What follows belongs to an exercise in optimizing a design on an open flow for small area, a short achievable clock period and few clock cycles per item; a production flow would make more cautious choices. Only simulation tests tie the RTL to the original design; equivalence was not proved.

==> flow/design.v (excerpt) <==
module aes_8_bit (rst, clk, key_in, d_in, d_out, d_vld);
    input rst, clk;
    input [7:0] key_in;
    input [7:0] d_in;
    output reg [7:0] d_out;
    output reg d_vld;
    reg [6:0] cnt;
    always @(posedge clk) begin
        if (rst) cnt <= 7'd0;
        else if (cnt != 7'd127) cnt <= cnt + 7'd1;
    end
    localparam CW = 32;
    localparam [CW-1:0] CW0 = 32'b10000010000000000000000000000001;
    wire [CW-1:0] nx;
  ...
For scale: about 27 I/O pins, ~21,000 um2 of cells after synthesis.
==> flow/config.mk <==
export PLATFORM = sky130hd
export DESIGN_NAME = aes_8_bit
export DESIGN_NICKNAME = aes_8_bit
export VERILOG_FILES = /design/flow/design.v
export SDC_FILE = /design/flow/constraint.sdc
export NUM_CORES = 4
export LEC_CHECK = 0
export CAP_MARGIN = 20
export CORE_MARGIN = 2
export CORE_UTILIZATION = 55
export GPL_ROUTABILITY_DRIVEN = 0
export GPL_TIMING_DRIVEN = 1
export SETUP_SLACK_MARGIN = 4.3
export SLEW_MARGIN = 20
==> flow/constraint.sdc <==
create_clock -name core_clock -period 7.0 [get_ports {clk}]
set_input_delay 1.4000 -clock core_clock [delete_from_list [all_inputs] [get_ports {clk}]]
set_output_delay 1.4000 -clock core_clock [all_outputs]
set_load 0.01 [all_outputs]
run.sh (not shown) runs the stock make flow with config.mk's settings and CLKGATE_MAP_FILE= SYNTH_SCRIPT=/design/flow/synth_recipe.tcl, a recipe that flattens the netlist after the stock synthesis.
The starting point completed with no timing, DRC or antenna violations.
Testbench counts at the start, summed over its fixed seeds: cycles 47,104, blocks 512.
Next try:
ABC_CLOCK_PERIOD_IN_PS = 2800   (was not set)
GPL_ROUTABILITY_DRIVEN = not set   (was 0)
GPL_TIMING_DRIVEN = not set   (was 1)
What happened: Wire length grows by 1.6%; final area shrinks by 1.3%; first-iteration DRC count shrinks by 0.71%; clock-buffer cell count shrinks by 8; worst setup slack degrades by 0.0089 ns; via count shrinks by 0.83%; synthesized cell count does not change; cell count shrinks by 0.52%; clock skew hardly moves.
Next try:
ABC_CLOCK_PERIOD_IN_PS = not set   (was 2800)
SETUP_SLACK_MARGIN = 4.6   (was 4.3)
=> The changed run ran to the end with no violations; setup slack improves by 0.015 ns; global-route usage increases by 2.7 points; die area is unchanged; worst hold slack stays flat.
Next try:
SETUP_SLACK_MARGIN = 4.3   (was 4.6)
After rerunning: Area after synthesis stays the same; worst setup slack degrades by 0.015 ns.

========
Another version of the RTL of aes_8_bit (not shown whole).
For scale: about 390 flip-flops, ~27 I/O pins.
make LEC_CHECK=0 CAP_MARGIN=20 CORE_MARGIN=2 CORE_UTILIZATION=65 SETUP_SLACK_MARGIN=4.4 SLEW_MARGIN=20 TNS_END_PERCENT=100 finish   # period 7.0 ns
Testbench counts at the start, summed over its fixed seeds: cycles 47,104, blocks 512.
Rerun with:
Settings changed: CORE_UTILIZATION 65 to 55, SETUP_SLACK_MARGIN 4.4 to 4.0, TNS_END_PERCENT 100 to not set.
Outcome: The new run finished clean; via count drops by 13%; wire length drops by 17%; design area drops by 9.9%; final cell count drops by 2.3%; die area climbs by 18%; synthesized area does not change.
Rerun with:
Settings changed: ABC_AREA set to 1, SETUP_SLACK_MARGIN 4.0 to 4.3.
=> The new run ran to the end with no violations; cell area went up by 6.1%; via count went up by 18%; utilization went up by 3.9 points; maximum frequency went up by 8.3%; setup slack is better by 0.23 ns; non-clock buffer count went up by 18.

========
aes_8_bit, a different RTL version from the one above (not shown whole).
For scale: ~2000 cells after synthesis, about 390 flip-flops, ~27 I/O pins.
==> flow/config.mk <==
export PLATFORM = sky130hd
export DESIGN_NAME = aes_8_bit
export DESIGN_NICKNAME = aes_8_bit
export VERILOG_FILES = /design/flow/design.v
export SDC_FILE = /design/flow/constraint.sdc
export NUM_CORES = 4
export LEC_CHECK = 0
export CAP_MARGIN = 20
export CORE_MARGIN = 2
export CORE_UTILIZATION = 40
export SETUP_SLACK_MARGIN = 4.0
export SLEW_MARGIN = 20
==> flow/constraint.sdc <==
create_clock -name core_clock -period 7.0 [get_ports {clk}]
set_input_delay 1.4000 -clock core_clock [delete_from_list [all_inputs] [get_ports {clk}]]
set_output_delay 1.4000 -clock core_clock [all_outputs]
set_load 0.01 [all_outputs]
The first run went through all stages and came out clean.
Testbench counts at the start, summed over its fixed seeds: cycles 47,616, blocks 512.
==> next run, changes <==
- CORE_UTILIZATION: 40 -> 55
- SETUP_SLACK_MARGIN: 4.0 -> 4.3
=> The new run passed the timing, design-rule and antenna checks. Non-clock buffer count increases by 58. Synthesized cell count does not change. First-iteration DRC count increases by about a fifth. Sequential share of layout area decreases by 1.4 points. Design area came out higher by a few percent. Worst hold slack improves by 0.0036 ns. Utilization goes up by 20 points. Die area came out lower by a quarter to a third.

========
aes_8_bit with an RTL version that a note above also has.
Size in the first run: about 2,000 cells after synthesis, about 390 flip-flops.
==> flow/config.mk <==
export PLATFORM = sky130hd
export DESIGN_NAME = aes_8_bit
export DESIGN_NICKNAME = aes_8_bit
export VERILOG_FILES = /design/flow/design.v
export SDC_FILE = /design/flow/constraint.sdc
export NUM_CORES = 4
export LEC_CHECK = 0
export CAP_MARGIN = 20
export CELL_PAD_IN_SITES_DETAIL_PLACEMENT = 0
export CELL_PAD_IN_SITES_GLOBAL_PLACEMENT = 0
export CORE_MARGIN = 2
export CORE_UTILIZATION = 55
export SETUP_SLACK_MARGIN = 4.3
export SLEW_MARGIN = 20
==> flow/constraint.sdc <==
create_clock -name core_clock -period 7.0 [get_ports {clk}]
set_input_delay 1.4000 -clock core_clock [delete_from_list [all_inputs] [get_ports {clk}]]
set_output_delay 1.4000 -clock core_clock [all_outputs]
set_load 0.01 [all_outputs]
Testbench counts at the start, summed over its fixed seeds: cycles 47,104, blocks 512.
Then changed:
--- a/flow/config.mk
+++ b/flow/config.mk
@@ -8,6 +8,4 @@
 export CAP_MARGIN = 20
-export CELL_PAD_IN_SITES_DETAIL_PLACEMENT = 0
-export CELL_PAD_IN_SITES_GLOBAL_PLACEMENT = 0
 export CORE_MARGIN = 2
-export CORE_UTILIZATION = 55
+export CORE_UTILIZATION = 50
 export SETUP_SLACK_MARGIN = 4.3
The changed run finished with timing, DRC and antenna clean; non-clock buffer count does not change; first-iteration DRC count goes up by a few percent; final area rises slightly; setup slack gets better by 0.010 ns; core utilization is lower by 5.5 points; via count decreases slightly.
Then changed:
--- a/flow/config.mk
+++ b/flow/config.mk
@@ -7,6 +7,6 @@
 export LEC_CHECK = 0
-export CAP_MARGIN = 20
+export CAP_MARGIN = 5
 export CORE_MARGIN = 2
-export CORE_UTILIZATION = 50
+export CORE_UTILIZATION = 55
 export SETUP_SLACK_MARGIN = 4.3
-export SLEW_MARGIN = 20
+export SLEW_MARGIN = 5
Effect:
- The changed run went through all stages and came out clean
- via count came out higher by 1.1%
- final cell count falls by 0.60%
- non-clock buffer count went up by 3
- design area grows by 0.62%

========
aes_8_bit again, from the RTL that the note above started with.
clock: 7.0 ns
lec_check: 0
cap_margin: 20
core_margin: 2
core_utilization: 55
place_density_lb_addon: 0.1
setup_slack_margin: 4.3
slew_margin: 20
The first run completed with no timing, DRC or antenna violations.
Testbench counts at the start, summed over its fixed seeds: cycles 47,104, blocks 512.
Next try:
Settings changed: ABC_AREA from default to 1, PLACE_DENSITY_LB_ADDON 0.1 to default.
What happened:
- worst hold slack got worse by 0.0062 ns
- maximum frequency came out higher by a few percent
- final area came out higher by a few percent
- die area came out higher by roughly a tenth
- count of clock-buffer cells in the layout came out higher by 6
- register-to-register slack improved by 0.07 ns
Next try:
Settings changed: ABC_AREA 1 to default, CORE_UTILIZATION 55 to 60.
After rerunning: Worst hold slack improves by 0.0060 ns. Final cell count falls by 31%. Design area falls by 4.8%.
Next try:
Settings changed: CORE_UTILIZATION 60 to 45, SETUP_SLACK_MARGIN 4.3 to 4.2.
Clock-buffer cell count went down by 9; synthesized cell count does not change; die area came out higher by 33%; sequential share of layout area hardly moves; synthesized area stays the same; worst setup slack loses 0.043 ns.

========
## rev 12
aes_8_bit, a different RTL version from the one above (not shown whole).
Size: roughly 2000 cells after synthesis, ~390 flip-flops, about 22000 µm² of cells after synthesis.
make LEC_CHECK=0 ABC_CLOCK_PERIOD_IN_PS=2500 CAP_MARGIN=20 CORE_MARGIN=2 CORE_UTILIZATION=40 SETUP_SLACK_MARGIN=4.5 SLEW_MARGIN=20 finish   # period 7.0 ns
Rev 12 ran to completion and came out clean on the timing, design-rule and antenna checks.
Testbench counts of rev 12, summed over its fixed seeds: cycles 47,616, blocks 512.
> inputs changed (rev 12 -> rev 13)
- ABC_CLOCK_PERIOD_IN_PS no longer set, was 2500
- SETUP_SLACK_MARGIN now 4.0, was 4.5
[summary]
The cell area after layout of rev 13 falls short of that of rev 12 by 4400 µm². Rev 13 vs. rev 12: final worst hold slack now sits lower, core utilization now sits lower.

========
aes_8_bit, a different RTL version from the one above (not shown whole).
For scale: about 390 flip-flops, ~27 I/O pins, about 24000 µm² of cells after synthesis.
Settings: LEC_CHECK=0, CAP_MARGIN=20, CORE_MARGIN=2, CORE_UTILIZATION=55, SETUP_SLACK_MARGIN=4.2, SLEW_MARGIN=20; clock period 7.0 ns.
Testbench counts at the start, summed over its fixed seeds: cycles 46,592, blocks 512.
Next try:
SETUP_SLACK_MARGIN = 4.3   (was 4.2)
Clock skew is about the same.
Critical path depth fell by 3.
Cell count fell by 0.59%.

========
Setup of main:
Another version of the RTL of aes_8_bit (not shown whole).
For scale: ~2000 cells after synthesis, ~390 flip-flops, ~27 I/O pins, roughly 0.022 mm2 of cells after synthesis.
==> flow/config.mk <==
export PLATFORM = sky130hd
export DESIGN_NAME = aes_8_bit
export DESIGN_NICKNAME = aes_8_bit
export VERILOG_FILES = /design/flow/design.v
export SDC_FILE = /design/flow/constraint.sdc
export NUM_CORES = 4
export LEC_CHECK = 0
export CAP_MARGIN = 20
export CORE_MARGIN = 2
export CORE_UTILIZATION = 50
export SETUP_SLACK_MARGIN = 4.3
export SLEW_MARGIN = 20
==> flow/constraint.sdc <==
create_clock -name core_clock -period 7.0 [get_ports {clk}]
set_input_delay 1.4000 -clock core_clock [delete_from_list [all_inputs] [get_ports {clk}]]
set_output_delay 1.4000 -clock core_clock [all_outputs]
set_load 0.01 [all_outputs]
Testbench counts of main, summed over its fixed seeds: cycles 46,592, blocks 512.
Here is what was changed in the inputs of the feature branch compared with main.
-- flow/config.mk --
<<< main, line 9
export CORE_MARGIN = 2
export CORE_UTILIZATION = 50
export SETUP_SLACK_MARGIN = 4.3
>>> the feature branch, line 9
export CORE_MARGIN = 2
export CORE_UTILIZATION = 55
export SETUP_SLACK_MARGIN = 4.3
Findings:
The feature branch has less setup slack than main.
Looking at end point of the critical path, the P1[5] result is from the feature branch; the P1[8] one comes from main.
Compared with main, the feature branch supports a lower clock frequency.
Die area improves in the feature branch relative to main.
On height of the die: between main and the feature branch, it ends up higher for main.
From main to the feature branch the numbers moved as follows: synthesis-to-finish area growth +0.54 points, standard cell core area shrank by about 10%.

-- what the ideal ports hide --
No port has a modelled driver above. Below, the same layouts with a new extraction and two added sets of constraints. Step 1 (the two cells are an assumption about what drives the block):
set clk [get_ports {clk}]
set_driving_cell -lib_cell sky130_fd_sc_hd__clkbuf_16 $clk
set_driving_cell -lib_cell sky130_fd_sc_hd__buf_2 [delete_from_list [all_inputs] $clk]
Step 2 also shifts input and output timing later by t, the mid clock arrival at the registers, as if the neighbouring blocks saw the same clock. a / b / c = ideal / step 1 / step 2; a / b = the first two.
run | t, ns | slack for setup (ns) | worst slew at a driven data input, ns
the first run of note 1 | 0.614 | 4.272 / 4.287 / 3.690 | 0.03
the second run of note 1 | 0.631 | 4.263 / 4.263 / 3.694 | 0.03
the third run of note 1 | 0.626 | 4.278 / 4.278 / 3.765 | 0.03
the fourth run of note 1 | 0.631 | 4.263 / 4.263 / 3.694 | 0.03
the first run of note 2 | 0.596 | 3.916 / 3.916 / 3.916 | 0.05
the second run of note 2 | 0.613 | 3.962 / 3.962 / 3.625 | 0.03
the third run of note 2 | 0.637 | 4.193 / 4.193 / 3.842 | 0.04
the first run of note 3 | 0.623 | 4.081 / 4.081 / 3.820 | 0.03
the second run of note 3 | 0.617 | 4.232 / 4.232 / 3.921 | 0.04
the first run of note 4 | 0.631 | 4.263 / 4.263 / 3.694 | 0.03
the second run of note 4 | 0.621 | 4.273 / 4.273 / 3.688 | 0.03
the third run of note 4 | 0.627 | 4.151 / 4.151 / 3.722 | 0.03
the first run of note 5 | 0.625 | 4.271 / 4.271 / 3.746 | 0.04
the second run of note 5 | 0.629 | 4.345 / 4.345 / 3.791 | 0.04
the third run of note 5 | 0.603 | 4.236 / 4.236 / 3.702 | 0.04
the fourth run of note 5 | 0.611 | 4.193 / 4.215 / 3.604 | 0.03
rev 12 | 0.641 | 4.214 / 4.214 / 4.141 | 0.04
rev 13 | 0.637 | 4.009 / 4.009 / 4.009 | 0.04
the first run of note 7 | 0.641 | 3.802 / 3.802 / 3.227 | 0.03
the second run of note 7 | 0.641 | 3.815 / 3.815 / 3.256 | 0.04
main | 0.627 | 4.227 / 4.239 / 3.635 | 0.03
the feature branch | 0.625 | 4.123 / 4.123 / 3.693 | 0.03
After both steps setup and hold are still met in every run listed. For main, which loses most, drivers alone change the setup slack by +0.012 ns; drivers and shift together by -0.592 ns.
